What follows belongs to an exercise in optimizing a design on an open flow for small area and a short achievable clock period; a production flow would make more cautious choices. The RTL was checked by simulation tests, not by an equivalence proof against the original design. Power is estimated from default activity; no workload was simulated.

## flow/design.v (module list and top-level ports; edited modules follow where they fit)
// module top: 21 lines
// module roba_mid: 17 lines
// module roba_expx: 43 lines
// module roba_expy: 29 lines
// module roba_por: 20 lines
// module roba_in: 185 lines
// module roba_sha: 132 lines
// module roba_shb: 121 lines
// module roba_add: 339 lines
// module g_inv: 1 lines
// module g_nand2: 1 lines
// module g_nor2: 1 lines
// module g_xor2: 1 lines
// module g_xnor2: 1 lines
// module g_a21oi: 1 lines
// module g_o21ai: 1 lines
// module g_o22ai: 1 lines
// module g_nor3: 1 lines
// module g_nor4: 1 lines
// module g_and4: 1 lines
// module g_and2: 1 lines
// module g_nand3: 1 lines
// module g_nand4: 1 lines
// module g_a22o: 1 lines
// module g_a31oi: 1 lines
// module g_a41oi: 1 lines
module top (
    input             clk,
    input      [15:0] x,
    input      [15:0] y,
    output reg [31:0] Q_p
);
  // ...
==> flow/flow/run.sh <==
#!/bin/bash
# Own layout flow: the standard ORFS flow with these changes:
#  - synthesis keeps the modules named in KEEP (flattened again at the end, as the standard flow's script
#    does) so that ABC maps each with a script of its own (ABC_PLAN: module:script pairs);
#  - ports get PORT_BUF buffers;
#  - timing repair aims SETUP_MARGIN ns below the clock period.
# Every tool's output goes to a log file in the work folder (and ORFS's own logs under orfs/logs).
set -euo pipefail
WORK=$(pwd)
FLOWDIR=$WORK/flow
source $FLOWDIR/settings.sh

cp config.mk my_config.mk
cat >> my_config.mk <<EOC
export SETUP_SLACK_MARGIN = ${SETUP_MARGIN}
export TNS_END_PERCENT = 100
export BUFFER_PORTS_ARGS = -buffer_cell ${PORT_BUF}
export SYNTH_KEEP_MODULES = ${KEEP:-}
EOC
[ -n "${EXTRA_MK:-}" ] && printf '%b\n' "$EXTRA_MK" >> my_config.mk

# synthesis script: the standard flow's, with abc run once per module of ABC_PLAN, each with its own script
{
  echo "proc abc {args} {"
  echo "  set i [lsearch -exact \$args -script]"
  echo "  foreach {mod scr} {${ABC_PLAN}} {"
  echo "    set a \$args"
  echo "    lset a [expr {\$i + 1}] $FLOWDIR/\$scr"
  echo "    if {[string match roba_exp* \$mod]} { foreach c {${EXP_DU:-}} { lappend a -dont_use \$c } }"
  echo "    yosys abc {*}\$a \$mod"
  echo "  }"
  echo "}"
  cat synth_recipe.tcl
} > my_synth.tcl

make -C "$FLOW_HOME" DESIGN_CONFIG=$WORK/my_config.mk WORK_HOME=$WORK/orfs CLKGATE_MAP_FILE= \
  SYNTH_SCRIPT=$WORK/my_synth.tcl finish > $WORK/make_finish.log 2>&1

RES=$WORK/orfs/results/$FLOW_PLATFORM/top/base
: # left out here: write the final layout as DEF
==> flow/flow/amap.abc <==
strash; dch -f; amap
==> flow/flow/exp.abc <==
strash; dch -f; map -D 900; topo; buffer -N 8; upsize -D 900; dnsize -D 900; stime -p
==> flow/flow/gate.abc <==
strash; map -a
==> flow/flow/settings.sh <==
SETUP_MARGIN=9.4
PORT_BUF=sky130_fd_sc_hd__buf_1
KEEP="roba_expx roba_expy g_a21oi g_inv g_nand2 g_nor2 g_nor3 g_o21ai g_o22ai g_xnor2 g_xor2 "
ABC_PLAN="roba_expx exp.abc roba_expy exp.abc g_* gate.abc top amap.abc"
EXTRA_MK='export ADDER_MAP_FILE =
export CTS_BUF_LIST = sky130_fd_sc_hd__clkbuf_4 sky130_fd_sc_hd__clkbuf_16
export CTS_CLUSTER_SIZE = 32
export CTS_CLUSTER_DIAMETER = 60
export SKIP_GATE_CLONING = 1
export REMOVE_ABC_BUFFERS = 1'
EXP_DU="sky130_fd_sc_hd__nor4_* sky130_fd_sc_hd__nor3_* sky130_fd_sc_hd__or4_* sky130_fd_sc_hd__or3_* sky130_fd_sc_hd__a211oi_* sky130_fd_sc_hd__a2111oi_* sky130_fd_sc_hd__o2111ai_* sky130_fd_sc_hd__a311oi_* sky130_fd_sc_hd__o311ai_* sky130_fd_sc_hd__a41oi_* sky130_fd_sc_hd__o41ai_* sky130_fd_sc_hd__nor4b_* sky130_fd_sc_hd__nor3b_* sky130_fd_sc_hd__or2_* sky130_fd_sc_hd__and4_* sky130_fd_sc_hd__a221oi_* sky130_fd_sc_hd__o221ai_*"
==> flow/standard.sh <==
#!/bin/bash
# synth_recipe.tcl (not shown) runs the flow's synth.tcl, then flattens the netlist and writes it again
# the make line also repeats each setting of config.mk as NAME=value (left out here)
make -C /OpenROAD-flow-scripts/flow DESIGN_CONFIG=/design/flow/config.mk WORK_HOME=/design/flow/orfs CLKGATE_MAP_FILE= SYNTH_SCRIPT=/design/flow/synth_recipe.tcl "${@:-finish}"
==> flow/config.mk <==
export PLATFORM = sky130hd
export DESIGN_NAME = top
export DESIGN_NICKNAME = top
export VERILOG_FILES = /design/flow/design.v
export SDC_FILE = /design/flow/constraint.sdc
export NUM_CORES = 8
export LEC_CHECK = 0
export CAP_MARGIN = 20
export CORE_MARGIN = 2
export CORE_UTILIZATION = 40
export SLEW_MARGIN = 20
==> flow/constraint.sdc <==
create_clock -name core_clock -period 14.0 [get_ports {clk}]
set_input_delay 2.8000 -clock core_clock [delete_from_list [all_inputs] [get_ports {clk}]]
set_output_delay 2.8000 -clock core_clock [all_outputs]
set_load 0.01 [all_outputs]
==> impl_results.md, run 1 <==
- Non-Clock Buffer Area Fraction: 5.11%
- P_clk: 0.193 mW
- Area Growth Syn to Fin: 16.0%
- Final hold vios: 0
- CTS Sinks: 65
- Non-clock buffer instance count of the final layout: 75
- Synth Instances: 846
- Global-route wire length before repair: 23.7 mm
- Pint: 0.538 mW
- Most repeated library cell on the critical path: o22ai_1
- DR top layer: met4
- Die W: 122 um
- Fillcell total: 1489
- Worst skew pair latency: 0.34 ns
- Well Taps: 180
- PostCTS Resize Cnt: 12
- Crit path to: Q_p[25]
- Finished Core Util: 46.9%
- Initial antenna violation count: 0
- PD cells: 141 nW/um2
- Largest family of logic cells by synthesized area: compound AO/OA/AOI/OAI gates
- Worst setup path category: reg -> reg
- Post-detail-place hpwl: 11.4 mm
- Status: no timing/DRC/antenna violations
- Met1 usage in global routing: 25.6%
- Clock Skew: 0.00758 ns
- Post-synthesis mux area share: 0%
- Met2 routed WL: 6.45 mm
- Max reg flops: 32
- Hold Path Class: reg -> reg
- Count of input and output buffers: 64
- Reg2Reg Setup Slack: 9.76 ns
==> run 2, diff against run 1 <==
==> flow/flow/settings.sh (replaced) <==
SETUP_MARGIN=9.4
PORT_BUF=sky130_fd_sc_hd__buf_1
KEEP="roba_expx roba_expy g_a21oi g_inv g_nand2 g_nor2 g_nor3 g_o21ai g_o22ai g_xnor2 g_xor2 "
ABC_PLAN="roba_expx exp.abc roba_expy exp.abc g_* gate.abc top amap.abc"
EXTRA_MK='export ADDER_MAP_FILE =
export CTS_BUF_LIST = sky130_fd_sc_hd__clkbuf_8
export CTS_CLUSTER_SIZE = 32
export CTS_CLUSTER_DIAMETER = 60
export SKIP_GATE_CLONING = 1
export REMOVE_ABC_BUFFERS = 1'
EXP_DU="sky130_fd_sc_hd__nor4_* sky130_fd_sc_hd__nor3_* sky130_fd_sc_hd__or4_* sky130_fd_sc_hd__or3_* sky130_fd_sc_hd__or2_* sky130_fd_sc_hd__a211oi_* sky130_fd_sc_hd__a2111oi_* sky130_fd_sc_hd__o2111ai_* sky130_fd_sc_hd__a311oi_* sky130_fd_sc_hd__o311ai_* sky130_fd_sc_hd__a41oi_* sky130_fd_sc_hd__o41ai_* sky130_fd_sc_hd__nor4b_* sky130_fd_sc_hd__nor3b_* sky130_fd_sc_hd__and4_* sky130_fd_sc_hd__and3_* sky130_fd_sc_hd__a221oi_* sky130_fd_sc_hd__o221ai_* sky130_fd_sc_hd__a2111o_* sky130_fd_sc_hd__o2111a_* sky130_fd_sc_hd__a211o_* sky130_fd_sc_hd__o211a_* sky130_fd_sc_hd__a311o_* sky130_fd_sc_hd__o311a_* sky130_fd_sc_hd__a41o_* sky130_fd_sc_hd__o41a_* sky130_fd_sc_hd__a221o_* sky130_fd_sc_hd__o221a_* sky130_fd_sc_hd__a222oi_* sky130_fd_sc_hd__a32o_* sky130_fd_sc_hd__o32a_* sky130_fd_sc_hd__a32oi_* sky130_fd_sc_hd__o32ai_* sky130_fd_sc_hd__a31o_* sky130_fd_sc_hd__o31a_* sky130_fd_sc_hd__a2bb2o_* sky130_fd_sc_hd__o2bb2a_* sky130_fd_sc_hd__a2bb2oi_* sky130_fd_sc_hd__o2bb2ai_* sky130_fd_sc_hd__and4b_* sky130_fd_sc_hd__and4bb_* sky130_fd_sc_hd__or4b_* sky130_fd_sc_hd__or4bb_* sky130_fd_sc_hd__nand4b_* sky130_fd_sc_hd__nand4bb_* sky130_fd_sc_hd__and3b_* sky130_fd_sc_hd__or3b_* sky130_fd_sc_hd__nand3b_* sky130_fd_sc_hd__o21ba_* sky130_fd_sc_hd__o21bai_* sky130_fd_sc_hd__a21bo_* sky130_fd_sc_hd__a21boi_* "
==> run 2 against run 1 <==
Utilization fell by 0.26 points. Register-to-register slack gained 0.03 ns. Combinational power decreased by 2%. Critical endpoint is now Q_p[18]. Largest cell class unchanged.
==> impl_results.md, run 2 <==
- Status: no timing/DRC/antenna violations (unchanged)
- H-tree levels: 3 (unchanged)
- Via/cell ratio: 5.21 (was 5.26)
- Worst setup path category: reg -> reg (unchanged)
- CP max stage cell: dfxtp_1 (was a2111o_2)
- Root buffer cell: clkbuf_8 (was clkbuf_16)
- Drt wl/cell: 12.8 um (was 13.1 um)
- CP cell instances: nor2_1 > nor4bb_4 > o21ai_0 > o211ai_1 > nand2_1 > o31ai_1 > nor2_1 > o211ai_1 > buf_4 > clkinvlp_4 > buf_2 > o22ai_1 > o22ai_1 > o22ai_1 > o22ai_1 > nor2_1 > nor2_1 > a21oi_2 > o21ai_0 > a21oi_1 > buf_4 > clkinvlp_4 > a21oi_1 > xnor2_1 (was nor2_4 > nand3_4 > nor2_1 > nand2_1 > a22oi_1 > o211ai_1 > a2111o_2 > inv_4 > o22ai_1 > o22ai_1 > o22ai_1 > o22ai_1 > nor2_1 > nor2_1 > a21oi_1 > o21ai_2 > clkinv_1 > o21ai_0 > a21oi_1 > xnor2_1)
- Top cells by area, synth: dfxtp_1 23%, xnor2_1 14%, o22ai_1 14% (was dfxtp_1 23%, xnor2_1 15%, o22ai_1 14%)
- Storage cell area: 1300 um2 (unchanged)
- Synth cell types: 38 (was 34)
- Clock transition at path regs: 0.07 ns (was 0.05 ns)
- CTS Buf Count: 9 (unchanged)
- DIE AREA: 14900 um2 (was 14800 um2)
- All-Layer GR Usage: 19.6% (was 19.8%)
- Most frequent cells in the layout: 159 x nor2_1, 121 x nand2_1, 117 x o22ai_1, 92 x xnor2_1 (was 159 x nor2_1, 116 x nand2_1, 115 x o22ai_1, 92 x xnor2_1)
- Buf+Inv Stages, Crit Path: 5 (was 2)
- Post-cts hold buffer count: 0 (unchanged)
- Die Height: 122 um (about the same)
- Most used DFF post-synth: dfxtp_1 (unchanged)
- Global-route wire length before repair: 23.7 mm (about the same)
- Count of input and output buffers: 64 (unchanged)
- Pwr Total: 0.871 mW (was 0.907 mW)
- DRC: 0 (unchanged)
- Async SR Flop Fraction: 0% (unchanged)
- Register name with the most flops: Q_p (unchanged)
- Initial antenna violation count: 0 (unchanged)
- Post-detail-place hpwl: 11.2 mm (was 11.4 mm)
- Max-slew headroom: 33.7% (was 31.7%)
- Fillcell total: 1521 (was 1489)
- Max-slew violations: 0 (unchanged)
- Clock Skew: 0.00676 ns (was 0.00758 ns)
- Post-route minimum period: 4.21 ns (was 4.24 ns)
- Core area: 13700 um2 (unchanged)
- Setup TNS: 0 ns (unchanged)
- Area Growth Syn to Fin: 14.9% (was 16.0%)
- Post-synth EDFFs: 0 (unchanged)
- Via count: 5801 (was 5846)
- Crit share post-route: 30.1% (was 30.3%)
- P_leak: 2.24 nW (was 2.22 nW)
- CTS tree: done (unchanged)
- Commonest non-fill, non-tap cell in the layout: nor2_1 (unchanged)
- Rows: 43 (unchanged)
- GRT overflow: 0 (unchanged)
- CTS Sinks: 65 (unchanged)
- PD cells: 136 nW/um2 (was 141 nW/um2)
- Multi-input logic area: 4060 um2 (was 4050 um2)
- Top Registers: Q_p x32, ax_r x16, ay_r x16 (unchanged)
- Largest net degree at the start of global routing: 33 (unchanged)
- GP Congestion: 0.898 (was 0.872)
- Yosys reg bits: 65 (unchanged)
- Sequential share of the synthesized area: 23.3% (was 23.4%)
- Crit path arrival time: 4.46 ns (was 4.47 ns)
- Crit-path max cell delay: 0.35 ns (was 0.56 ns)
- Max Fclk: 238 MHz (was 236 MHz)
- # setup viols final: 0 (unchanged)
- Post-route ant nets: 0 (unchanged)
- Vias in the first global route: 5086 (was 5074)
- Ys Warns: 2 (unchanged)
- Layout cells sized above 1: 6.65% (was 6.34%)
- Maximum VDD drop: 0.0000545 V (was 0.0000727 V)
- Post-Route WL: 14.2 mm (was 14.5 mm)
- Hold Path Class: reg -> reg (unchanged)
- Critical path data required time: 14.25 ns (was 14.23 ns)
- Die W: 122 um (about the same)
- Fin nets: 961 (was 962)
- Ports: 65 (unchanged)
- Top-count cell post-synth: nor2_1 (unchanged)
- Syn_area_per_cell: 6.60 um2 (was 6.56 um2)
- Setup crit end kind: flop (unchanged)
- CP Launch Type: flop (unchanged)
- Yosys top cell area share: 23.3% (was 23.4%)
- TritonRoute pass-1 iters: 5 (unchanged)
- Max reg flops: 32 (unchanged)
- Commonest cells in the netlist: 160 x nor2_1, 123 x o22ai_1, 121 x nand2_1 (was 163 x nor2_1, 123 x o22ai_1, 116 x nand2_1)
- RSZ-0062 raised after global routing: yes (was no)
- Cell Count, Final, Fillers Out: 1113 (was 1111)
- Final hold vios: 0 (unchanged)
- Clock buffer depth: 2 (unchanged)
- Worst-path maximum fanout: 14 (was 16)
- Top delay family on crit path: compound AO/OA/AOI/OAI gates (unchanged)
- Antenna diode count: 0 (unchanged)
- Reg2Reg Setup Slack: 9.79 ns (was 9.76 ns)
- Worst skew pair latency: 0.36 ns (was 0.34 ns)
- Placed insts: 1093 (was 1092)
- Post-Syn Area: 5570 um2 (was 5550 um2)
- Yosys top cell by area: dfxtp_1 (unchanged)
- Worst slew pin tran: 0.995 ns (was 1.02 ns)
- DRT iter0 DRCs: 399 (was 313)
- Maxcap violations: 0 (unchanged)
- Initial Utilization: 40.6% (was 40.5%)
- Synth Instances: 845 (was 846)
run 2: timing repair:
action / 4_1_cts / 5_1_grt
setup buffers: 0 / 4
gates resized for setup: 7 / 19
endpoints found under the setup margin: 19 / 19
pin swaps: 0 / 2
run 2: kinds of logic after synthesis:
logic type	Yosys count	synth area share (%)
simple gates	324	25.0
compound gates	259	27.2
xor+xnor	123	19.3
buf+inv	74	5.14
flops	65	23.3
run 2: layout make-up:
class                           instances  area share, %
Clock buffer                           12           2.58
Inverter                               71           4.40
Clock inverter                          4          0.664
Tap cell                              180           3.52
Sequential cell                        65           20.3
Multi-Input combinational cell        706           63.4
Timing Repair Buffer                   75           5.06
run 2: per-layer routing:
layer	global-route usage (%)	wire length (um)
met5	0	0
met1	26.0	6830
met2	31.7	6280
met4	8.26	405
met3	3.14	681
run 2: through the flow:
step	worst slack (ns)	hold slack, ns	utilization (%)	cell area [um2]
2_1_floorplan	8.17	0.813	-	5550
3_3_place_gp	9.03	0.851	44.3	6080
3_5_place_dp	9.03	0.856	44.3	6080
4_1_cts	9.42	0.855	45.9	6300
5_1_grt	9.37	0.885	46.7	6400
6_report	9.79	0.837	46.7	6400
run 2: worst paths after layout:
kind         cells after the start  endpoint    start
max                             24   Q_p[18]  ay_r[7]
min                              0   Q_p[31]      s_r
max reg2reg                     24   Q_p[18]  ay_r[7]
min reg2reg                      0   Q_p[31]      s_r
run 2: Yosys stat by module, one instance, submodules excluded, a selection:
| module | cell area [um2] | cells |
|---|---|---|
| top | 1470 | 91 |
| roba_expy | 214 | 42 |
| g_xnor2 | 8.76 | 1 |
| g_a21oi | 5.00 | 1 |
| g_nor3 | 5.00 | 1 |
| g_o21ai | 5.00 | 1 |
| g_nand2 | 3.75 | 1 |
| g_nor2 | 3.75 | 1 |
run 2: where the power goes:
| group | switching (mW) | internal (mW) |
|---|---|---|
| registers | 0.0256 | 0.232 |
| logic | 0.263 | 0.185 |
| clock network | 0.0701 | 0.0952 |
| total | 0.359 | 0.511 |
==> run 3, diff against run 2 <==
--- a/flow/flow/run.sh
+++ b/flow/flow/run.sh
@@ -20,2 +20,6 @@
 [ -n "${EXTRA_MK:-}" ] && printf '%b\n' "$EXTRA_MK" >> my_config.mk
+# area recovery after global routing (see post_grt.tcl)
+if [ -f $FLOWDIR/post_grt.tcl ]; then
+  echo "export POST_GLOBAL_ROUTE_TCL = $FLOWDIR/post_grt.tcl" >> my_config.mk
+fi
 
==> flow/flow/dnsize.tcl (new file) <==
# Greedy area recovery: downsize combinational cells one drive step at a time while the worst
# setup slack stays at least what it was before.
proc roba_family_sizes { master_name } {
  if { ![regexp {^(.*_)([0-9]+)$} $master_name -> base sz] } { return {} }
  set sizes {}
  foreach lc [get_lib_cells ${base}*] {
    set n [get_name $lc]
    if { [regexp "^[string map {. \\.} $base](\[0-9\]+)\$" $n -> s] } { lappend sizes [list $s $n] }
  }
  return [lsort -integer -index 0 $sizes]
}
proc roba_dnsize { {tol 0.0} } {
  set ws0 [sta::worst_slack_cmd max]
  set a0 [rsz::design_area]
  set cands {}
  foreach inst [get_cells *] {
    if { [catch { set lc [get_lib_cells -of_objects $inst] }] || $lc eq "" || $lc eq "NULL" } { continue }
    if { [catch { set mn [get_name $lc] }] } { continue }
    if { [string match "*__dl*" $mn] || [string match "*__sdf*" $mn] } { continue }
    if { [string match "*clkbuf*" $mn] || [string match "clkbuf*" [get_name $inst]] } { continue }
    if { [string match "*tap*" $mn] || [string match "*fill*" $mn] || [string match "*conb*" $mn] } { continue }
    if { ![regexp {_([0-9]+)$} $mn -> sz] } { continue }
    if { $sz <= 1 } { continue }
    # slack of the instance's output
    set s 1e9
    foreach pin [get_pins -of_objects $inst -filter "direction == output"] {
      if { [catch { set ps [get_property $pin slack_max] }] } { set ps "" }
      if { $ps ne "" && $ps < $s } { set s $ps }
    }
    lappend cands [list $s $inst]
  }
  set cands [lsort -real -decreasing -index 0 $cands]
  set n 0
  foreach c $cands {
    set inst [lindex $c 1]
    set done 0
    while { !$done } {
      set mn [get_name [get_lib_cells -of_objects $inst]]
      set sizes [roba_family_sizes $mn]
      regexp {_([0-9]+)$} $mn -> cur
      set smaller ""
      foreach e $sizes { if { [lindex $e 0] < $cur } { set smaller [lindex $e 1] } }
      if { $smaller eq "" } { break }
      if { [catch { replace_cell $inst $smaller }] } { break }
      set ws [sta::worst_slack_cmd max]
      if { $ws < $ws0 - $tol } {
        replace_cell $inst $mn
        set done 1
      } else {
        incr n
      }
    }
  }
  puts "roba_dnsize: $n downsizing steps, area [expr {$a0*1e12}] -> [expr {[rsz::design_area]*1e12}], worst slack [expr {$ws0*1e9}] -> [expr {[sta::worst_slack_cmd max]*1e9}]"
}

proc roba_dnsize_adp { period } {
  set ws [expr {[sta::worst_slack_cmd max] * 1e9}]
  set a [expr {[rsz::design_area] * 1e12}]
  set a0 $a; set ws0 $ws
  set cands {}
  foreach inst [get_cells *] {
    if { [catch { set lc [get_lib_cells -of_objects $inst] }] || $lc eq "" || $lc eq "NULL" } { continue }
    if { [catch { set mn [get_name $lc] }] } { continue }
    if { [string match "*__dl*" $mn] || [string match "*__sdf*" $mn] } { continue }
    if { [string match "*clkbuf*" $mn] || [string match "clkbuf*" [get_name $inst]] } { continue }
    if { [string match "*tap*" $mn] || [string match "*fill*" $mn] || [string match "*conb*" $mn] } { continue }
    if { ![regexp {_([0-9]+)$} $mn -> sz] } { continue }
    if { $sz <= 1 } { continue }
    set s 1e9
    foreach pin [get_pins -of_objects $inst -filter "direction == output"] {
      if { [catch { set ps [get_property $pin slack_max] }] } { set ps "" }
      if { $ps ne "" && $ps < $s } { set s $ps }
    }
    lappend cands [list $s $inst]
  }
  set cands [lsort -real -decreasing -index 0 $cands]
  set n 0
  foreach c $cands {
    set inst [lindex $c 1]
    while { 1 } {
      set mn [get_name [get_lib_cells -of_objects $inst]]
      set sizes [roba_family_sizes $mn]
      regexp {_([0-9]+)$} $mn -> cur
      set smaller ""
      foreach e $sizes { if { [lindex $e 0] < $cur } { set smaller [lindex $e 1] } }
      if { $smaller eq "" } { break }
      if { [catch { replace_cell $inst $smaller }] } { break }
      set ws1 [expr {[sta::worst_slack_cmd max] * 1e9}]
      set a1 [expr {[rsz::design_area] * 1e12}]
      if { $a1 * ($period - $ws1) > $a * ($period - $ws) } {
        replace_cell $inst $mn
        break
      }
      set ws $ws1; set a $a1
      incr n
    }
  }
  puts "roba_dnsize_adp: $n steps, area $a0 -> $a, worst slack $ws0 -> $ws"
}
==> flow/flow/post_grt.tcl (new file) <==
# After global routing's timing repair: give back area by downsizing cells that do not set the
# worst slack, then legalize and re-route what moved (as global_route.tcl does after its repairs).
source [file join [file dirname [info script]] dnsize.tcl]
roba_dnsize $::env(ROBA_DN_TOL)
log_cmd global_route -start_incremental
log_cmd detailed_placement
log_cmd global_route -end_incremental
log_cmd estimate_parasitics -global_routing
write_guides $::env(RESULTS_DIR)/route.guide
==> flow/flow/settings.sh (replaced) <==
SETUP_MARGIN=9.4
PORT_BUF=sky130_fd_sc_hd__buf_1
KEEP="roba_expx roba_expy g_a21oi g_inv g_nand2 g_nor2 g_nor3 g_o21ai g_o22ai g_xnor2 g_xor2 "
ABC_PLAN="roba_expx exp.abc roba_expy exp.abc g_* gate.abc top amap.abc"
EXTRA_MK='export ADDER_MAP_FILE =
export CTS_BUF_LIST = sky130_fd_sc_hd__clkbuf_8
export CTS_CLUSTER_SIZE = 32
export CTS_CLUSTER_DIAMETER = 60
export SKIP_GATE_CLONING = 1
export REMOVE_ABC_BUFFERS = 1
export ROBA_DN_TOL = 0.0'
EXP_DU="sky130_fd_sc_hd__nor4_* sky130_fd_sc_hd__nor3_* sky130_fd_sc_hd__or4_* sky130_fd_sc_hd__or3_* sky130_fd_sc_hd__a211oi_* sky130_fd_sc_hd__a2111oi_* sky130_fd_sc_hd__o2111ai_* sky130_fd_sc_hd__a311oi_* sky130_fd_sc_hd__o311ai_* sky130_fd_sc_hd__a41oi_* sky130_fd_sc_hd__o41ai_* sky130_fd_sc_hd__nor4b_* sky130_fd_sc_hd__nor3b_* sky130_fd_sc_hd__or2_* sky130_fd_sc_hd__and4_* sky130_fd_sc_hd__a221oi_* sky130_fd_sc_hd__o221ai_*"
==> run 3 against run 2 <==
Critical path type unchanged. Sequential cell count did not move. Register-to-register slack got worse by 0.60 ns. Worst setup slack lost 0.60 ns. Cell count fell by 0.18%. Sequential power about the same.
==> impl_results.md, run 3 <==
- Sequential share of the synthesized area: 23.4% (was 23.3%)
- Commonest non-fill, non-tap cell in the layout: nor2_1 (unchanged)
- Compound-Gate Fraction of Synth Area: 27.6% (was 27.2%)
- Yosys top cell by area: dfxtp_1 (unchanged)
- Ports: 65 (unchanged)
- Largest net degree at the start of global routing: 33 (unchanged)
- Clock buffer depth: 2 (unchanged)
- Comb pwr share: 53.4% (was 51.5%)
- H-tree levels: 3 (unchanged)
- GRT overflow: 0 (unchanged)
- Design area: 6200 um2 (was 6400 um2)
- WHS: 0.841 ns (was 0.837 ns)
- Critical path data required time: 14.28 ns (was 14.25 ns)
- GP Congestion: 0.872 (was 0.898)
- Top cells by area, synth: dfxtp_1 23%, xnor2_1 15%, o22ai_1 14% (was dfxtp_1 23%, xnor2_1 14%, o22ai_1 14%)
- Syn_area_per_cell: 6.56 um2 (was 6.60 um2)
- Count of input and output buffers: 64 (unchanged)
- Register name with the most flops: Q_p (unchanged)
- Via count: 5812 (was 5801)
- Rows: 43 (unchanged)
- PostCTS Resize Cnt: 12 (was 7)
- Most frequent cells in the layout: 163 x nor2_1, 123 x o22ai_1, 116 x nand2_1, 92 x xnor2_1, 68 x buf_1 (was 159 x nor2_1, 121 x nand2_1, 117 x o22ai_1, 92 x xnor2_1)
- Global-route wire length before repair: 23.6 mm (was 23.7 mm)
- NetSw: 0.353 mW (was 0.359 mW)
- Max-slew violations: 0 (unchanged)
- Pint: 0.476 mW (was 0.511 mW)
- Status: no timing/DRC/antenna violations (unchanged)
- CP max stage cell: dfxtp_1 (unchanged)
- Largest family of logic cells by synthesized area: compound AO/OA/AOI/OAI gates (unchanged)
- DRT iter0 DRCs: 399 (unchanged)
- Max Fclk: 208 MHz (was 238 MHz)
- Post-detail-place hpwl: 11.4 mm (was 11.2 mm)
- Yosys reg bits: 65 (unchanged)
- Max reg flops: 32 (unchanged)
- Post-route ant nets: 0 (unchanged)
- Adder-Cell Fraction of Synth Area: 0% (unchanged)
- Top-count cell post-synth: nor2_1 (unchanged)
- Buf+Inv Stages, Crit Path: 4 (was 5)
- Post-Route WL: 14.3 mm (was 14.2 mm)
- Crit path arrival time: 5.09 ns (was 4.46 ns)
- Synth Instances: 846 (was 845)
- Die W: 122 um (about the same)
- CP Launch Type: flop (unchanged)
- Top delay family on crit path: simple AND/OR/NAND/NOR gates (was compound AO/OA/AOI/OAI gates)
- Max-slew headroom: 33.4% (was 33.7%)
- Fillcell total: 1518 (was 1521)
- Core area: 13700 um2 (unchanged)
- P_leak: 2.13 nW (was 2.24 nW)
- Final hold vios: 0 (unchanged)
- Yosys top cell area share: 23.4% (was 23.3%)
- CTS Sinks: 65 (unchanged)
- Ys Warns: 2 (unchanged)
- Worst skew pair latency: 0.36 ns (about the same)
- Pwr Total: 0.830 mW (was 0.871 mW)
- Drt wl/cell: 12.9 um (was 12.8 um)
- Post-Syn Area: 5550 um2 (was 5570 um2)
- Cell Count, Final, Fillers Out: 1111 (was 1113)
- Setup TNS: 0 ns (unchanged)
- Layout cells sized above 1: 3.54% (was 6.65%)
- Commonest cells in the netlist: 163 x nor2_1, 123 x o22ai_1, 116 x nand2_1 (was 160 x nor2_1, 123 x o22ai_1, 121 x nand2_1)
- Fin nets: 962 (was 961)
- Reg2Reg Setup Slack: 9.19 ns (was 9.79 ns)
- Crit share post-route: 34.4% (was 30.1%)
- All-Layer GR Usage: 19.7% (was 19.6%)
- Sequential power share: 31.0% (was 29.5%)
- Net Sw Frac: 42.6% (was 41.3%)
- Initial antenna violation count: 0 (unchanged)
- Post-route minimum period: 4.81 ns (was 4.21 ns)
- Antenna diode count: 0 (unchanged)
- CTS tree: done (unchanged)
- Worst-path maximum fanout: 18 (was 14)
- Post-cts hold buffer count: 0 (unchanged)
- Synth cell types: 34 (was 38)
- PD cells: 134 nW/um2 (was 136 nW/um2)
- Maxcap violations: 0 (unchanged)
- Setup bufs post-CTS: 3 (was 0)
- DIE AREA: 14800 um2 (was 14900 um2)
- CTS Buf Count: 9 (unchanged)
- Initial Utilization: 40.5% (was 40.6%)
- DRC: 0 (unchanged)
- # setup viols final: 0 (unchanged)
- Hold Path Class: reg -> reg (unchanged)
- Root buffer cell: clkbuf_8 (unchanged)
- Vias in the first global route: 5033 (was 5086)
- Post-synth EDFFs: 0 (unchanged)
- Area Growth Syn to Fin: 11.7% (was 14.9%)
- XOR/XNOR share of the synthesized area: 19.4% (was 19.3%)
- CP cell instances: nor2_2 > nand3_1 > inv_1 > nand4_1 > nor2_2 > nand2_1 > a22oi_1 > nand3_2 > clkinv_2 > o22ai_1 > o22ai_1 > nor2_1 > nor2_1 > nor2_1 > a21oi_1 > o21ai_1 > a21oi_1 > buf_1 > clkinv_1 > a21oi_1 > xnor2_1 (was nor2_1 > nor4bb_4 > o21ai_0 > o211ai_1 > nand2_1 > o31ai_1 > nor2_1 > o211ai_1 > buf_4 > clkinvlp_4 > buf_2 > o22ai_1 > o22ai_1 > o22ai_1 > o22ai_1 > nor2_1 > nor2_1 > a21oi_2 > o21ai_0 > a21oi_1 > buf_4 > clkinvlp_4 > a21oi_1 > xnor2_1)
- Post-synthesis mux area share: 0% (unchanged)
- Most used DFF post-synth: dfxtp_1 (unchanged)
- Placed insts: 1092 (was 1093)
- Clock Skew: 0.00895 ns (was 0.00676 ns)
- Post-DP Area: 6040 um2 (was 6080 um2)
- Maximum VDD drop: 0.0000516 V (was 0.0000545 V)
- Post-synthesis simple-gate area fraction: 24.3% (was 25.0%)
- Clock transition at path regs: 0.07 ns (about the same)
- Async SR Flop Fraction: 0% (unchanged)
- Die Height: 122 um (about the same)
- Crit-path max cell delay: 0.35 ns (about the same)
- Worst setup path category: reg -> reg (unchanged)
- Worst slew pin tran: 1.00 ns (was 0.995 ns)
- Via/cell ratio: 5.23 (was 5.21)
- TritonRoute pass-1 iters: 5 (unchanged)
- Setup crit end kind: flop (unchanged)
- Clock power frac: 15.6% (was 19.0%)
- Top Registers: Q_p x32, ax_r x16, ay_r x16 (unchanged)
-- run 3: cell types whose count changed in the layout (fill, tap and decap cells not counted), moves of 3 or more --
cell / previous run / this run
nor2_1: 159 / 163
buf_4: 9 / 6
nand3_1: 1 / 4
o22ai_1: 117 / 123
o211ai_1: 7 / 3
buf_1: 64 / 68
nand2_1: 121 / 116
o21ai_0: 57 / 65
and3_1: 0 / 3
o22ai_2: 6 / 0
-- run 3: logic make-up after synthesis --
kind of cell           after synthesis
AO/OA/AOI/OAI                      261
XOR/XNOR                           123
buffers and inverters               76
flip-flops                          65
AND/OR/NAND/NOR                    321
-- run 3: metal layers --
metal / track usage (%) / part of all wire, % / wire length [um] / up-vias
met5: 0 / 0 / 0 / -
met4: 9.34 / 3.2 / 463 / 0
met3: 2.86 / 4.7 / 677 / 26
met2: 32.0 / 44 / 6300 / 161
met1: 25.7 / 48 / 6850 / 2515
li1: - / - / - / 3110
-- run 3: layout make-up --
| type | count | area [um2] | share of cell area (%) |
|---|---|---|---|
| Multi-Input combinational cell | 705 | 3940 | 63.4 |
| Tap cell | 180 | 225 | 3.63 |
| Timing Repair Buffer | 75 | 305 | 4.92 |
| Clock buffer | 10 | 138 | 2.22 |
| Clock inverter | 3 | 12.5 | 0.202 |
| Sequential cell | 65 | 1300 | 21.0 |
| Inverter | 73 | 284 | 4.58 |
-- run 3: final timing paths --
| kind | start | endpoint | cells past startpoint |
|---|---|---|---|
| worst min register to register | s_r | Q_p[31] | 0 |
| worst max register to register | ax_r[14] | Q_p[24] | 21 |
| worst max-delay path | ax_r[14] | Q_p[24] | 21 |
| worst min-delay path | s_r | Q_p[31] | 0 |
-- run 3: modules after synthesis (local to each module, per instance) --
module | flops+latches | cell area, um2
g_a21oi | 0 | 5.00
g_inv | 0 | 3.75
g_nand2 | 0 | 3.75
g_nor2 | 0 | 3.75
g_nor3 | 0 | 5.00
g_o21ai | 0 | 5.00
g_o22ai | 0 | 6.26
g_xnor2 | 0 | 8.76
g_xor2 | 0 | 8.76
roba_expx | 0 | 581
roba_expy | 0 | 204
top | 65 | 1470
-- run 3: power groups by stage --
stage          clock network, mW  logic (mW)  registers [mW]
6_report                   0.130       0.443           0.257
4_1_cts                    0.136       0.445           0.258
3_5_place_dp                   0       0.436           0.262
3_3_place_gp                   0       0.433           0.263
2_1_floorplan                  0       0.321           0.274
-- run 3: metrics by stage --
stage          worst slack, ns  utilization [%]
6_report                  9.19             45.2
3_5_place_dp              8.48             44.0
2_1_floorplan             8.10                -
4_1_cts                   9.40             45.5
3_3_place_gp              8.69             44.0
==> run 4, diff against run 3 <==
--- a/flow/flow/dnsize.tcl
+++ b/flow/flow/dnsize.tcl
@@ -11,3 +11,4 @@
 }
-proc roba_dnsize { {tol 0.0} } {
+proc roba_dnsize { {tol 0.0} {est "-placement"} } {
+  estimate_parasitics {*}$est
   set ws0 [sta::worst_slack_cmd max]
@@ -44,2 +45,3 @@
       if { [catch { replace_cell $inst $smaller }] } { break }
+      estimate_parasitics {*}$est
       set ws [sta::worst_slack_cmd max]
@@ -47,2 +49,3 @@
         replace_cell $inst $mn
+        estimate_parasitics {*}$est
         set done 1
--- a/flow/flow/post_grt.tcl
+++ b/flow/flow/post_grt.tcl
@@ -3,3 +3,3 @@
 source [file join [file dirname [info script]] dnsize.tcl]
-roba_dnsize $::env(ROBA_DN_TOL)
+roba_dnsize $::env(ROBA_DN_TOL) -global_routing
 log_cmd global_route -start_incremental
==> run 4 against run 3 <==
The layout now fails its checks (max-capacitance violations, max-slew violations). Count of clock-buffer cells in the layout is the same. Clock skew hardly changed. Utilization increased by 0.40 points. Sequential share of layout area is 0.20 points lower. Sequential cell count unchanged. Non-clock buffer count did not move. Synthesized cell count stayed put. Register-to-register slack improved by 0.59 ns. Die area is the same. First-iteration DRC count is 6.3% lower. Worst setup slack gained 0.59 ns. Critical endpoint is now Q_p[25]. Largest power group unchanged.
==> impl_results.md, run 4 <==
- Status: complete, but fails checks (was no timing/DRC/antenna violations)
- Layout Check Failures: max-capacitance violations, max-slew violations
- Top-count cell post-synth: nor2_1 (unchanged)
- Worst hold start: ay_r[0] (was s_r)
- Post-detail-place hpwl: 11.4 mm (unchanged)
- Worst-path maximum fanout: 16 (was 18)
- Clock Skew: 0.00896 ns (was 0.00895 ns)
- Reg2Reg Setup Slack: 9.78 ns (was 9.19 ns)
- Via count: 5815 (was 5812)
- Post-route minimum period: 4.22 ns (was 4.81 ns)
- Fin nets: 962 (unchanged)
- Count of input and output buffers: 64 (unchanged)
- Worst r2r dst: Q_p[25] (was Q_p[24])
- Sequential share of the synthesized area: 23.4% (unchanged)
- # setup viols final: 0 (unchanged)
- Synth Instances: 846 (unchanged)
- Post-cts hold buffer count: 0 (unchanged)
- Layout cells sized above 1: 4.30% (was 3.54%)
- Top Registers: Q_p x32, ax_r x16, ay_r x16 (unchanged)
- Setup crit end kind: flop (unchanged)
- Yosys reg bits: 65 (unchanged)
- DRC: 0 (unchanged)
- CTS tree: done (unchanged)
- GP Congestion: 0.872 (unchanged)
- Ys Warns: 2 (unchanged)
- Initial antenna violation count: 0 (unchanged)
- Worst slew pin tran: 1.87 ns (was 1.00 ns)
- Antenna diode count: 0 (unchanged)
- Maximum VDD drop: 0.0000517 V (was 0.0000516 V)
- Syn_area_per_cell: 6.56 um2 (unchanged)
- Clock transition at path regs: 0.07 ns (about the same)
- Post-synth EDFFs: 0 (unchanged)
- CTS Sinks: 65 (unchanged)
- H-tree levels: 3 (unchanged)
- Worst skew pair latency: 0.36 ns (about the same)
- Setup bufs post-CTS: 3 (unchanged)
- Top cells by area, synth: dfxtp_1 23%, xnor2_1 15%, o22ai_1 14% (unchanged)
- Reg-to-reg startpoint: ax_r[14] (unchanged)
- Fillcell total: 1509 (was 1518)
- Most frequent cells in the layout: 162 x nor2_1, 122 x o22ai_1, 116 x nand2_1, 92 x xnor2_1, 67 x buf_1 (was 163 x nor2_1, 123 x o22ai_1, 116 x nand2_1, 92 x xnor2_1, 68 x buf_1)
- Max-slew violations: 33 (was 0)
- Maxcap violations: 1 (was 0)
- Post-route ant nets: 0 (unchanged)
- Yosys top cell by area: dfxtp_1 (unchanged)
- Largest net degree at the start of global routing: 33 (unchanged)
- DRT iter0 DRCs: 374 (was 399)
- P_leak: 2.14 nW (was 2.13 nW)
- Worst setup path category: reg -> reg (unchanged)
- Crit path arrival time: 4.47 ns (was 5.09 ns)
- PostCTS Resize Cnt: 12 (unchanged)
- Max-slew headroom: -25.1% (was 33.4%)
- CP Launch Type: flop (unchanged)
- Initial Utilization: 40.5% (unchanged)
- Root buffer cell: clkbuf_8 (unchanged)
- Post-Route WL: 14.3 mm (about the same)
- Worst-case hold path end point: Q_p[1] (was Q_p[31])
- GRT overflow: 0 (unchanged)
- Via/cell ratio: 5.23 (about the same)
- TritonRoute pass-1 iters: 5 (unchanged)
- Most used DFF post-synth: dfxtp_1 (unchanged)
- Synth cell types: 34 (unchanged)
- Drt wl/cell: 12.9 um (about the same)
- Die W: 122 um (unchanged)
- Placed insts: 1092 (unchanged)
- Crit share post-route: 30.2% (was 34.4%)
- Yosys top cell area share: 23.4% (unchanged)
- Hold depth: 7 (was 0)
- Post-Syn Area: 5550 um2 (unchanged)
- Max reg flops: 32 (unchanged)
- Worst reg-to-reg path cell count: 20 (was 21)
- Core area: 13700 um2 (unchanged)
- Commonest cells in the netlist: 163 x nor2_1, 123 x o22ai_1, 116 x nand2_1 (unchanged)
- Hold Path Class: reg -> reg (unchanged)
- Clock buffer depth: 2 (unchanged)
- Cell Count, Final, Fillers Out: 1111 (unchanged)
- CTS Buf Count: 9 (unchanged)
- Final hold vios: 0 (unchanged)
- PD cells: 134 nW/um2 (about the same)
- Register name with the most flops: Q_p (unchanged)
- DIE AREA: 14800 um2 (unchanged)
- Die Height: 122 um (unchanged)
- Rows: 43 (unchanged)
- Critical path data required time: 14.24 ns (was 14.28 ns)
- Area Growth Syn to Fin: 12.7% (was 11.7%)
- Commonest non-fill, non-tap cell in the layout: nor2_1 (unchanged)
- Setup TNS: 0 ns (unchanged)
- Ports: 65 (unchanged)
- Global-route wire length before repair: 23.6 mm (unchanged)
- Max Fclk: 237 MHz (was 208 MHz)
- Async SR Flop Fraction: 0% (unchanged)
- Vias in the first global route: 5033 (unchanged)
- All-Layer GR Usage: 19.7% (unchanged)
run 4: layout make-up:
| class | instances | area (um2) | area share (%) |
|---|---|---|---|
| tap | 180 | 225 | 3.60 |
| sequential | 65 | 1300 | 20.8 |
| clock buffer | 10 | 138 | 2.20 |
| inverter | 73 | 288 | 4.60 |
| clock inverter | 3 | 12.5 | 0.200 |
| multi-input combinational | 705 | 3990 | 63.7 |
| timing repair buffer | 75 | 304 | 4.86 |
run 4: worst max path at each step:
stage,start,endpoint,slack (ns)
4_1_cts,ax_r[13],Q_p[27],9.40
3_3_place_gp,ax_r[11],Q_p[19],8.69
6_report,ax_r[14],Q_p[25],9.78
2_1_floorplan,ax_r[15],Q_p[24],8.10
3_5_place_dp,ax_r[11],Q_p[24],8.48
run 4: worst max-delay path: stages (launching register included):
cell and delay, ns:
dfxtp_1 0.37, nor2_4 0.15, nand3_4 0.12, inv_2 0.11
nand4_4 0.12, nor2_1 0.26, nand2_1 0.08, a2111o_2 0.50
inv_4 0.15, o22ai_1 0.14, o22ai_1 0.23, o22ai_1 0.15
o22ai_1 0.38, nor2_1 0.13, nor2_1 0.24, nand2_1 0.12
nor2_1 0.30, clkinv_1 0.19, nor2_1 0.14, a21oi_1 0.08
xnor2_1 0.12
run 4: per-stage QoR:
stage	utilization (%)	cell area (um2)	total power, mW	hold slack [ns]	setup WS, ns
3_5_place_dp	44.0	6040	0.699	0.875	8.48
6_report	45.6	6260	0.836	0.984	9.78
4_1_cts	45.5	6240	0.840	0.875	9.40
2_1_floorplan	-	5530	0.596	0.820	8.10
3_3_place_gp	44.0	6040	0.696	0.884	8.69
run 4: per-layer routing:
layer	part of all wire (%)	up-vias	global-route usage, %
met4	3.2	0	9.34
met2	44	164	32.0
li1	-	3106	-
met1	49	2520	25.7
met3	4.2	25	2.86
met5	0	-	0
run 4: logic make-up after synthesis:
logic type / share of synthesized area [%]
AO/OA/AOI/OAI: 27.6
XOR/XNOR: 19.4
buffers and inverters: 5.30
flip-flops: 23.4
AND/OR/NAND/NOR: 24.3
run 4: report_power, final:
group / total [mW] / internal, mW / switching [mW]
Combinational: 0.449 / 0.183 / 0.266
Clock: 0.130 / 0.0644 / 0.0654
Sequential: 0.257 / 0.232 / 0.0257
Total: 0.836 / 0.479 / 0.357
run 4: per-module statistics from Yosys, one instance, submodules excluded, excerpt:
module	cells inside	flops+latches	cell area, um2
roba_expx	102	0	581
g_xor2	1	0	8.76
roba_expy	44	0	204
g_inv	1	0	3.75
g_o22ai	1	0	6.26
g_a21oi	1	0	5.00
g_nand2	1	0	3.75
==> run 5, diff against run 4 <==
--- a/flow/flow/dnsize.tcl
+++ b/flow/flow/dnsize.tcl
@@ -59,3 +59,4 @@
 
-proc roba_dnsize_adp { period } {
+proc roba_dnsize_adp { period {est "-placement"} } {
+  estimate_parasitics {*}$est
   set ws [expr {[sta::worst_slack_cmd max] * 1e9}]
@@ -91,2 +92,3 @@
       if { [catch { replace_cell $inst $smaller }] } { break }
+      estimate_parasitics {*}$est
       set ws1 [expr {[sta::worst_slack_cmd max] * 1e9}]
@@ -95,2 +97,3 @@
         replace_cell $inst $mn
+        estimate_parasitics {*}$est
         break
--- a/flow/flow/post_grt.tcl
+++ b/flow/flow/post_grt.tcl
@@ -3,3 +3,3 @@
 source [file join [file dirname [info script]] dnsize.tcl]
-roba_dnsize $::env(ROBA_DN_TOL) -global_routing
+roba_dnsize_adp 14.0 -global_routing
 log_cmd global_route -start_incremental
--- a/flow/flow/settings.sh
+++ b/flow/flow/settings.sh
@@ -1,2 +1,2 @@
-SETUP_MARGIN=9.4
+SETUP_MARGIN=10
 PORT_BUF=sky130_fd_sc_hd__buf_1
==> run 5 against run 4 <==
Now clean on timing, DRC and antenna. Critical path depth decreased by 12. Utilization up 4.8 points. Count of clock-buffer cells in the layout unchanged. Combinational power rose by 14%. Via count grew 3.7%. Sequential power barely moved. Cell count increased by 2.2%. Worst setup slack improved by 0.26 ns. Critical path type is now in -> reg. Largest cell class unchanged.
==> impl_results.md, run 5 <==
- Status: no timing/DRC/antenna violations (was complete, but fails checks)
- CTS Sinks: 65 (unchanged)
- Pint: 0.511 mW (was 0.479 mW)
- Comb pwr share: 57.0% (was 53.7%)
- Worst skew pair latency: 0.36 ns (about the same)
- Sequential share of the synthesized area: 23.4% (unchanged)
- Via/cell ratio: 5.31 (was 5.23)
- Setup bufs post-CTS: 9 (was 3)
- Ports: 65 (unchanged)
- Largest net degree at the start of global routing: 33 (unchanged)
- Setup TNS: 0 ns (unchanged)
- Finished Core Util: 50.4% (was 45.6%)
- Crit share post-route: 28.3% (was 30.2%)
- Worst r2r dst: Q_p[25] (unchanged)
- Root buffer cell: clkbuf_8 (unchanged)
- DRC: 0 (unchanged)
- Die Height: 122 um (unchanged)
- Most frequent cells in the layout: 148 x nor2_1, 116 x nand2_1, 92 x xnor2_1, 81 x buf_1, 63 x o22ai_1 (was 162 x nor2_1, 122 x o22ai_1, 116 x nand2_1, 92 x xnor2_1, 67 x buf_1)
- Initial Utilization: 40.5% (unchanged)
- Vias in the first global route: 5173 (was 5033)
- Post-cts hold buffer count: 0 (unchanged)
- Compound-Gate Fraction of Synth Area: 27.6% (unchanged)
- Maxcap violations: 0 (was 1)
- Synth Instances: 846 (unchanged)
- Clock Skew: 0.00898 ns (was 0.00896 ns)
- Max Fclk: 252 MHz (was 237 MHz)
- Yosys top cell area share: 23.4% (unchanged)
- Die W: 122 um (unchanged)
- Crit-path max cell delay: 0.36 ns (was 0.50 ns)
- Count of input and output buffers: 64 (unchanged)
- Via count: 6030 (was 5815)
- CP cell instances: buf_1 > nor2_1 > nand2_1 > nor2_1 > clkinv_1 > nor2_1 > nor2_1 > xor2_1 (was nor2_4 > nand3_4 > inv_2 > nand4_4 > nor2_1 > nand2_1 > a2111o_2 > inv_4 > o22ai_1 > o22ai_1 > o22ai_1 > o22ai_1 > nor2_1 > nor2_1 > nand2_1 > nor2_1 > clkinv_1 > nor2_1 > a21oi_1 > xnor2_1)
- Syn_area_per_cell: 6.56 um2 (unchanged)
- Setup crit end kind: flop (unchanged)
- Crit path arrival time: 4.17 ns (was 4.47 ns)
- Maximum VDD drop: 0.0000569 V (was 0.0000517 V)
- Critical path data required time: 14.21 ns (was 14.24 ns)
- DIE AREA: 14800 um2 (unchanged)
- Ys Warns: 2 (unchanged)
- Async SR Flop Fraction: 0% (unchanged)
- Worst setup path category: in -> reg (was reg -> reg)
- Global-route wire length before repair: 24.2 mm (was 23.6 mm)
- CTS Buf Count: 9 (unchanged)
- Synth cell types: 34 (unchanged)
- PD cells: 131 nW/um2 (was 134 nW/um2)
- Initial antenna violation count: 0 (unchanged)
- Fin nets: 986 (was 962)
- Worst-case hold path end point: Q_p[31] (was Q_p[1])
- NetSw: 0.391 mW (was 0.357 mW)
- Top-count cell post-synth: nor2_1 (unchanged)
- Cell Count, Final, Fillers Out: 1135 (was 1111)
- Net Sw Frac: 43.4% (was 42.7%)
- Max-slew violations: 0 (was 33)
- Top Registers: Q_p x32, ax_r x16, ay_r x16 (unchanged)
- Drt wl/cell: 13.9 um (was 12.9 um)
- Max-slew headroom: 32.2% (was -25.1%)
- Worst-path maximum fanout: 6 (was 16)
- Post-detail-place hpwl: 11.4 mm (unchanged)
- Clock transition at path regs: 0.07 ns (about the same)
- Post-route ant nets: 0 (unchanged)
- Post-synthesis mux area share: 0% (unchanged)
- Hold Path Class: reg -> reg (unchanged)
- Most used DFF post-synth: dfxtp_1 (unchanged)
- Fillcell total: 1482 (was 1509)
- Antenna diode count: 0 (unchanged)
- Post-route minimum period: 3.96 ns (was 4.22 ns)
- Largest family of logic cells by synthesized area: compound AO/OA/AOI/OAI gates (unchanged)
- P_leak: 2.37 nW (was 2.14 nW)
- Worst slew pin tran: 1.02 ns (was 1.87 ns)
- Worst reg-to-reg path cell count: 19 (was 20)
- GRT overflow: 0 (unchanged)
- Final hold vios: 0 (unchanged)
- Clock power frac: 14.3% (was 15.5%)
- Post-Syn Area: 5550 um2 (unchanged)
- Yosys reg bits: 65 (unchanged)
- H-tree levels: 3 (unchanged)
- Commonest non-fill, non-tap cell in the layout: nor2_1 (unchanged)
- DRT iter0 DRCs: 317 (was 374)
- TritonRoute pass-1 iters: 5 (unchanged)
- Post-synthesis simple-gate area fraction: 24.3% (unchanged)
- CTS tree: done (unchanged)
- All-Layer GR Usage: 20.2% (was 19.7%)
- CP Launch Type: input pin (was flop)
- Reg-to-reg startpoint: ax_r[6] (was ax_r[14])
- Max reg flops: 32 (unchanged)
- Worst hold start: s_r (was ay_r[0])
- Top cells by area, synth: dfxtp_1 23%, xnor2_1 15%, o22ai_1 14% (unchanged)
- Rows: 43 (unchanged)
- GP Congestion: 0.872 (unchanged)
- Post-synth EDFFs: 0 (unchanged)
- Commonest cells in the netlist: 163 x nor2_1, 123 x o22ai_1, 116 x nand2_1 (unchanged)
- Area Growth Syn to Fin: 24.5% (was 12.7%)
- Layout cells sized above 1: 15.3% (was 4.30%)
- Yosys top cell by area: dfxtp_1 (unchanged)
- Sequential power share: 28.6% (was 30.8%)
- XOR/XNOR share of the synthesized area: 19.4% (unchanged)
- Register name with the most flops: Q_p (unchanged)
- CP max stage cell: nor2_1 (was a2111o_2)
- Hold depth: 0 (was 7)
- Clock buffer depth: 2 (unchanged)
- Post-Route WL: 15.8 mm (was 14.3 mm)
- PostCTS Resize Cnt: 50 (was 12)
- Placed insts: 1092 (unchanged)
- Most repeated library cell on the critical path: nor2_1 (unchanged)
- Adder-Cell Fraction of Synth Area: 0% (unchanged)
- Reg2Reg Setup Slack: 10.04 ns (was 9.78 ns)
- # setup viols final: 0 (unchanged)
- Core area: 13700 um2 (unchanged)
## run 5: changes by cell type in the layout (fill, tap and decap cells not counted), sizes merged
cell,before,now
clkinv,49,45
clkinvlp,2,1
clkbuf,10,11
buf,75,98
inv,25,30
## run 5: worst max-delay path by stage
stage	cells after the start	startpoint	slack [ns]	to
floorplan	16	ax_r[15]	8.10	Q_p[24]
finish	8	x[0]	10.04	ax_r[15]
global placement	20	ax_r[11]	8.69	Q_p[19]
CTS	19	ax_r[7]	10.01	Q_p[27]
detailed placement	20	ax_r[11]	8.48	Q_p[24]
## run 5: cell families (layout without fill, tap and decap cells)
logic type	after synthesis	in the layout
AND/OR/NAND/NOR	321	321
AO/OA/AOI/OAI	261	261
XOR/XNOR	123	123
buffers and inverters	76	185
flip-flops	65	65
## run 5: area by class of cell
class	count	area (um2)	area share, %
Timing Repair Buffer	99	443	6.41
Multi-Input combinational cell	705	4490	65.0
Clock buffer	10	138	1.99
Sequential cell	65	1310	19.0
Tap cell	180	225	3.26
Clock inverter	3	11.3	0.163
Inverter	73	289	4.18
## run 5: power groups by stage
stage / clock network [mW] / logic, mW / registers (mW)
2_1_floorplan: 0 / 0.321 / 0.274
3_3_place_gp: 0 / 0.433 / 0.263
3_5_place_dp: 0 / 0.436 / 0.262
4_1_cts: 0.136 / 0.463 / 0.258
6_report: 0.129 / 0.514 / 0.258
## run 5: through the flow
stage          hold WS (ns)  area (um2)  total power, mW  setup slack [ns]
4_1_cts               0.875        6450            0.857             10.01
2_1_floorplan         0.820        5530            0.596              8.10
3_5_place_dp          0.875        6040            0.699              8.48
6_report              0.851        6910            0.902             10.04
3_3_place_gp          0.884        6040            0.696              8.69
## run 5: worst max-delay path: cells and delay by family
kind	cells	cell delay (ns)
buffers and inverters	2	0.31
AND/OR/NAND/NOR	5	0.89
XOR/XNOR	1	0.16
## run 5: metal layers
layer  wire length, um  global-route usage [%]  up-vias
li1                  -                       -     3153
met1              7250                    25.9     2680
met2              7310                    33.2      163
met3               697                    2.86       34
met4               517                    9.70        0
met5                 0                       0        -
## run 5: Yosys stat by module, one instance, submodules excluded
module     flops+latches  cells inside
g_a21oi                0             1
g_inv                  0             1
g_nand2                0             1
g_nor2                 0             1
g_nor3                 0             1
g_o21ai                0             1
g_o22ai                0             1
g_xnor2                0             1
g_xor2                 0             1
roba_expx              0           102
roba_expy              0            44
top                   65            91
==> run 6, diff against run 5 <==
--- a/flow/flow/settings.sh
+++ b/flow/flow/settings.sh
@@ -1,2 +1,2 @@
-SETUP_MARGIN=10
+SETUP_MARGIN=9.7
 PORT_BUF=sky130_fd_sc_hd__buf_1
==> run 6 against run 5 <==
Now fails the layout checks on max-capacitance violations, max-slew violations. Clock power about the same. Sequential cell count stayed put. Utilization is 2.1 points lower. Sequential power is essentially flat. Clock skew is essentially flat. Hold slack better by 0.18 ns. Non-clock buffer count shrank 12. Critical path type is now reg -> reg. Largest cell class unchanged. Highest routed layer unchanged.
==> impl_results.md, run 6 <==
- Status: complete, but fails checks (was no timing/DRC/antenna violations)
- Layout Check Failures: max-capacitance violations, max-slew violations
- GP Congestion: 0.872 (unchanged)
- Root buffer cell: clkbuf_8 (unchanged)
- CTS Sinks: 65 (unchanged)
- Compound-Gate Fraction of Synth Area: 27.6% (unchanged)
- Initial Utilization: 40.5% (unchanged)
- DIE AREA: 14800 um2 (unchanged)
- Top-count cell post-synth: nor2_1 (unchanged)
- CP Launch Type: flop (was input pin)
- Post-synth EDFFs: 0 (unchanged)
- Ys Warns: 2 (unchanged)
- Post-route ant nets: 0 (unchanged)
- Max-slew headroom: -25.6% (was 32.2%)
- CP max stage cell: a2111o_2 (was nor2_1)
- Post-route minimum period: 4.11 ns (was 3.96 ns)
- Post-cts hold buffer count: 0 (unchanged)
- Maxcap violations: 1 (was 0)
- PostCTS Resize Cnt: 22 (was 50)
- Most frequent cells in the layout: 150 x nor2_1, 116 x nand2_1, 92 x xnor2_1, 89 x o22ai_1, 74 x buf_1 (was 148 x nor2_1, 116 x nand2_1, 92 x xnor2_1, 81 x buf_1, 63 x o22ai_1)
- Async SR Flop Fraction: 0% (unchanged)
- Critical path data required time: 14.28 ns (was 14.21 ns)
- Max Fclk: 243 MHz (was 252 MHz)
- Clock transition at path regs: 0.07 ns (about the same)
- Initial antenna violation count: 0 (unchanged)
- PD cells: 131 nW/um2 (about the same)
- Commonest cells in the netlist: 163 x nor2_1, 123 x o22ai_1, 116 x nand2_1 (unchanged)
- Syn_area_per_cell: 6.56 um2 (unchanged)
- Crit path arrival time: 4.39 ns (was 4.17 ns)
- TritonRoute pass-1 iters: 5 (unchanged)
- Met2 routed WL: 6.70 mm (was 7.31 mm)
- CTS tree: done (unchanged)
- Setup TNS: 0 ns (unchanged)
- Clock Skew: 0.00915 ns (was 0.00898 ns)
- Post-Syn Area: 5550 um2 (unchanged)
- Crit share post-route: 29.4% (was 28.3%)
- Die W: 122 um (unchanged)
- GRT overflow: 0 (unchanged)
- Sequential share of the synthesized area: 23.4% (unchanged)
- Worst skew pair latency: 0.36 ns (about the same)
- Global-route wire length before repair: 23.7 mm (was 24.2 mm)
- Worst slew pin tran: 1.88 ns (was 1.02 ns)
- Antenna diode count: 0 (unchanged)
- Post-synthesis mux area share: 0% (unchanged)
- Count of input and output buffers: 64 (unchanged)
- Drt wl/cell: 13.3 um (was 13.9 um)
- Adder-Cell Fraction of Synth Area: 0% (unchanged)
- Pwr Total: 0.868 mW (was 0.902 mW)
- Crit-path max cell delay: 0.53 ns (was 0.36 ns)
- Yosys top cell by area: dfxtp_1 (unchanged)
- Core area: 13700 um2 (unchanged)
- Met3 wire len: 620 um (was 697 um)
- Via count: 5888 (was 6030)
- Die Height: 122 um (unchanged)
- P_leak: 2.26 nW (was 2.37 nW)
- H-tree levels: 3 (unchanged)
- CP cell instances: inv_1 > and3_1 > and2_1 > o21a_1 > a2111o_2 > buf_4 > o22ai_1 > o22ai_1 > o22ai_2 > nor2_2 > nor2_1 > nor2_1 > a21oi_2 > o21ai_4 > a21oi_2 > buf_4 > clkinv_2 > a21oi_1 > xnor2_1 (was buf_1 > nor2_1 > nand2_1 > nor2_1 > clkinv_1 > nor2_1 > nor2_1 > xor2_1)
- DR top layer: met4 (unchanged)
- Most used DFF post-synth: dfxtp_1 (unchanged)
- Yosys reg bits: 65 (unchanged)
- Reg2Reg Setup Slack: 9.89 ns (was 10.04 ns)
- # setup viols final: 0 (unchanged)
- Top Registers: Q_p x32, ax_r x16, ay_r x16 (unchanged)
- Register name with the most flops: Q_p (unchanged)
- Maximum VDD drop: 0.0000521 V (was 0.0000569 V)
- Max reg flops: 32 (unchanged)
- Ports: 65 (unchanged)
- Hold Path Class: reg -> reg (unchanged)
- Largest family of logic cells by synthesized area: compound AO/OA/AOI/OAI gates (unchanged)
- Area Growth Syn to Fin: 19.4% (was 24.5%)
- Synth cell types: 34 (unchanged)
- Yosys top cell area share: 23.4% (unchanged)
- All-Layer GR Usage: 19.9% (was 20.2%)
- Fin nets: 974 (was 986)
- Via/cell ratio: 5.24 (was 5.31)
- Synth Instances: 846 (unchanged)
- Layout cells sized above 1: 10.9% (was 15.3%)
- CTS Buf Count: 9 (unchanged)
- Setup crit end kind: flop (unchanged)
- Post-synthesis simple-gate area fraction: 24.3% (unchanged)
- Worst-path maximum fanout: 12 (was 6)
- DRC: 0 (unchanged)
- Final hold vios: 0 (unchanged)
- Post-detail-place hpwl: 11.4 mm (unchanged)
- Met1 wire length: 7.12 mm (was 7.25 mm)
- XOR/XNOR share of the synthesized area: 19.4% (unchanged)
- Top cells by area, synth: dfxtp_1 23%, xnor2_1 15%, o22ai_1 14% (unchanged)
- Commonest non-fill, non-tap cell in the layout: nor2_1 (unchanged)
- Largest net degree at the start of global routing: 33 (unchanged)
- Clock buffer depth: 2 (unchanged)
- Rows: 43 (unchanged)
- Max-slew violations: 33 (was 0)
- Vias in the first global route: 5085 (was 5173)
- DRT iter0 DRCs: 329 (was 317)
- Setup bufs post-CTS: 7 (was 9)
- Worst setup path category: reg -> reg (was in -> reg)
- Post-Route WL: 14.9 mm (was 15.8 mm)
run 6: cell counts after synthesis:
No cell type changed its count.
run 6: critical path, delay by kind of cell (launching register included):
family,cells,cell delay (ns)
and+or+nand+nor,5,0.78
buffers and inverters,4,0.64
xor gates and xnor gates,1,0.14
AOI/OAI and AO/OA,9,1.96
DFF,1,0.50
run 6: kinds of logic (layout without fill, tap and decap cells):
family                    after synthesis  in the layout
AOI/OAI and AO/OA                     261            261
xor gates and xnor gates              123            123
buffers and inverters                  76            173
DFF                                    65             65
and+or+nand+nor                       321            321
run 6: through the flow:
step	setup WS [ns]	hold WS, ns	cells	area, um2	util [%]
2_1_floorplan	8.10	0.820	843	5530	-
3_3_place_gp	8.69	0.884	1092	6040	44.0
3_5_place_dp	8.48	0.875	1092	6040	44.0
4_1_cts	9.81	0.875	1112	6300	46.0
6_report	9.89	1.03	1123	6630	48.3
run 6: metal layers:
layer | up-vias | global-route usage, %
li1 | 3134 | -
met1 | 2566 | 25.8
met2 | 156 | 32.0
met3 | 32 | 2.90
met4 | 0 | 10.2
met5 | - | 0
run 6: report_power, final:
part	total [mW]	leakage (nW)	internal [mW]	switching, mW
Sequential	0.258	0.549	0.232	0.0259
Combinational	0.480	1.63	0.198	0.282
Clock	0.129	0.0841	0.0641	0.0654
run 6: Yosys stat by module (local to each module, per instance), excerpt:
module / cells inside / flops+latches
top: 91 / 65
roba_expx: 102 / 0
roba_expy: 44 / 0
g_xnor2: 1 / 0
g_nor3: 1 / 0
g_o21ai: 1 / 0
g_nand2: 1 / 0
run 6: worst paths after layout:
| kind | start | end | cells past startpoint |
|---|---|---|---|
| max | ax_r[7] | Q_p[24] | 19 |
| min | ay_r[0] | Q_p[1] | 7 |
| max reg2reg | ax_r[7] | Q_p[24] | 19 |
| min reg2reg | ay_r[0] | Q_p[1] | 7 |
run 6: final cells by class:
cell class | count | area (um2)
Tap cell | 180 | 225
Clock buffer | 10 | 138
Timing Repair Buffer | 87 | 367
Fill cell | 1477 | 7090
Multi-Input combinational cell | 705 | 4280
Sequential cell | 65 | 1310
Clock inverter | 3 | 11.3
Inverter | 73 | 297
==> run 7, diff against run 6 <==
--- a/flow/flow/settings.sh
+++ b/flow/flow/settings.sh
@@ -1,2 +1,2 @@
-SETUP_MARGIN=9.7
+SETUP_MARGIN=9.3
 PORT_BUF=sky130_fd_sc_hd__buf_1
==> run 7 against run 6 <==
Combinational power is 6.9% lower. Sequential power hardly changed. Largest power group unchanged. Critical path depth increased by 1. The run now finishes clean. Count of clock-buffer cells in the layout did not move. Non-clock buffer count fell by 14. Utilization down 2.7 points. Highest routed layer unchanged. Clock power barely moved. Critical path type unchanged. Routed wire length down 4.6%. Hold slack worse by 0.19 ns. Cell count down 1.2%. Worst setup slack lost 0.22 ns.
==> impl_results.md, run 7 <==
- Post-cts hold buffer count: 0 (unchanged)
- Hold depth: 0 (was 7)
- Yosys top cell by area: dfxtp_1 (unchanged)
- Worst slew pin tran: 1.01 ns (was 1.88 ns)
- Crit path to: Q_p[25] (was Q_p[24])
- Maxcap violations: 0 (was 1)
- Drt wl/cell: 12.8 um (was 13.3 um)
- Max-slew violations: 0 (was 33)
- Initial antenna violation count: 0 (unchanged)
- Crit share post-route: 31.0% (was 29.4%)
- Die W: 122 um (unchanged)
- Clock Skew: 0.00865 ns (was 0.00915 ns)
- CP Launch Type: flop (unchanged)
- Clock buffer depth: 2 (unchanged)
- Ports: 65 (unchanged)
- Pint: 0.479 mW (was 0.494 mW)
- PostCTS Resize Cnt: 9 (was 22)
- Sequential share of the synthesized area: 23.4% (unchanged)
- DRC: 0 (unchanged)
- CTS Sinks: 65 (unchanged)
- Die Height: 122 um (unchanged)
- H-tree levels: 3 (unchanged)
- Synth cell types: 34 (unchanged)
- Async SR Flop Fraction: 0% (unchanged)
- DRT iter0 DRCs: 367 (was 329)
- Clock power frac: 15.6% (was 14.9%)
- Layout cells sized above 1: 4.52% (was 10.9%)
- Worst r2r dst: Q_p[25] (was Q_p[24])
- CP Launch Point: ax_r[14] (was ax_r[7])
- Setup crit end kind: flop (unchanged)
- Core area: 13700 um2 (unchanged)
- Worst skew pair latency: 0.36 ns (about the same)
- Crit path arrival time: 4.58 ns (was 4.39 ns)
- Max reg flops: 32 (unchanged)
- Worst reg-to-reg path cell count: 20 (was 19)
- Top cells by area, synth: dfxtp_1 23%, xnor2_1 15%, o22ai_1 14% (unchanged)
- Reg2Reg Setup Slack: 9.67 ns (was 9.89 ns)
- Reg-to-reg startpoint: ax_r[14] (was ax_r[7])
- Maximum VDD drop: 0.0000518 V (was 0.0000521 V)
- Worst-path maximum fanout: 17 (was 12)
- Most repeated library cell on the critical path: nor2_1
- Buf+Inv Stages, Crit Path: 2 (was 4)
- Cell depth of the worst setup path: 20 (was 19)
- Commonest cells in the netlist: 163 x nor2_1, 123 x o22ai_1, 116 x nand2_1 (unchanged)
- Max-slew headroom: 32.8% (was -25.6%)
- Place WS: 8.48 ns (unchanged)
- Final hold vios: 0 (unchanged)
- Antenna diode count: 0 (unchanged)
- Status: no timing/DRC/antenna violations (was complete, but fails checks)
- Top-count cell post-synth: nor2_1 (unchanged)
- Setup bufs post-CTS: 3 (was 7)
- Root buffer cell: clkbuf_8 (unchanged)
- DIE AREA: 14800 um2 (unchanged)
- Most used DFF post-synth: dfxtp_1 (unchanged)
- Fin nets: 960 (was 974)
- Area Growth Syn to Fin: 12.7% (was 19.4%)
- PD cells: 133 nW/um2 (was 131 nW/um2)
- Top delay family on crit path: compound AO/OA/AOI/OAI gates (unchanged)
- Pwr Total: 0.835 mW (was 0.868 mW)
- Vias in the first global route: 5031 (was 5085)
- Commonest non-fill, non-tap cell in the layout: nor2_1 (unchanged)
- Worst setup path category: reg -> reg (unchanged)
- Largest net degree at the start of global routing: 33 (unchanged)
- GP Congestion: 0.872 (unchanged)
- Critical path data required time: 14.25 ns (was 14.28 ns)
- Sequential power share: 30.8% (was 29.7%)
- Net Sw Frac: 42.6% (was 43.1%)
- Clock transition at path regs: 0.07 ns (about the same)
- Crit path setup slack, layout: 9.67 ns (was 9.89 ns)
- Post-Route WL: 14.2 mm (was 14.9 mm)
- Post-route minimum period: 4.33 ns (was 4.11 ns)
run 7: power by group through the flow:
stage          Combinational [mW]  Sequential [mW]  Clock, mW
6_report                    0.447            0.257      0.130
4_1_cts                     0.443            0.258      0.136
3_5_place_dp                0.436            0.262          0
3_3_place_gp                0.433            0.263          0
2_1_floorplan               0.321            0.274          0
run 7: cells by family after synthesis:
logic type | count (synthesis) | synth area share [%]
and+or+nand+nor | 321 | 24.3
AOI/OAI and AO/OA | 261 | 27.6
xor gates and xnor gates | 123 | 19.4
buffers and inverters | 76 | 5.30
DFF | 65 | 23.4
run 7: how the worst min path moves through the flow:
| stage | end | slack (ns) |
|---|---|---|
| floorplan | Q_p[1] | 0.82 |
| global placement | Q_p[31] | 0.88 |
| detailed placement | Q_p[31] | 0.87 |
| CTS | Q_p[31] | 0.88 |
| finish | Q_p[31] | 0.84 |
run 7: worst reg2reg max path, cell delays in order, from the launching register on:
cell and delay [ns]:
dfxtp_1 0.37, nor2_4 0.15, nand3_4 0.12, nor2_1 0.17, nand2_1 0.07, a22oi_1 0.18, o211ai_1 0.15, a2111o_2 0.58
inv_4 0.19, o22ai_1 0.14, o22ai_1 0.25, o22ai_1 0.15, o22ai_1 0.38, nor2_1 0.13, nor2_1 0.24, nand2_1 0.12
nor2_1 0.30, clkinv_1 0.19, nor2_1 0.14, a21oi_1 0.08, xnor2_1 0.12
run 7: through the flow:
stage	hold slack (ns)	util, %	cell area (um2)	instances
2_1_floorplan	0.820	-	5530	843
4_1_cts	0.875	45.4	6230	1108
6_report	0.841	45.6	6250	1109
3_5_place_dp	0.875	44.0	6040	1092
3_3_place_gp	0.884	44.0	6040	1092
run 7: routing by layer:
layer	track usage, %	up-vias	routed length [um]
met5	0	-	0
met2	31.9	148	6200
li1	-	3104	-
met3	2.86	30	696
met1	25.7	2504	6860
met4	9.34	0	484
run 7: cell type report:
type,count,area [um2],share of cell area [%]
repair buffers,73,300,4.80
well taps,180,225,3.60
flip-flops and latches,65,1300,20.8
multi-input cells,705,4000,63.9
clock inverters,3,12.5,0.200
inverters,73,279,4.46
clock buffers,10,138,2.20
run 7: per-module statistics from Yosys (local to each module, per instance):
module,cells,times used,flip-flops and latches
top,91,1,65
roba_expx,102,1,0
roba_expy,44,1,0
g_xnor2,1,92,0
g_xor2,1,31,0
g_o22ai,1,123,0
g_a21oi,1,28,0
g_nor3,1,1,0
g_o21ai,1,43,0
g_inv,1,51,0
g_nand2,1,97,0
g_nor2,1,143,0
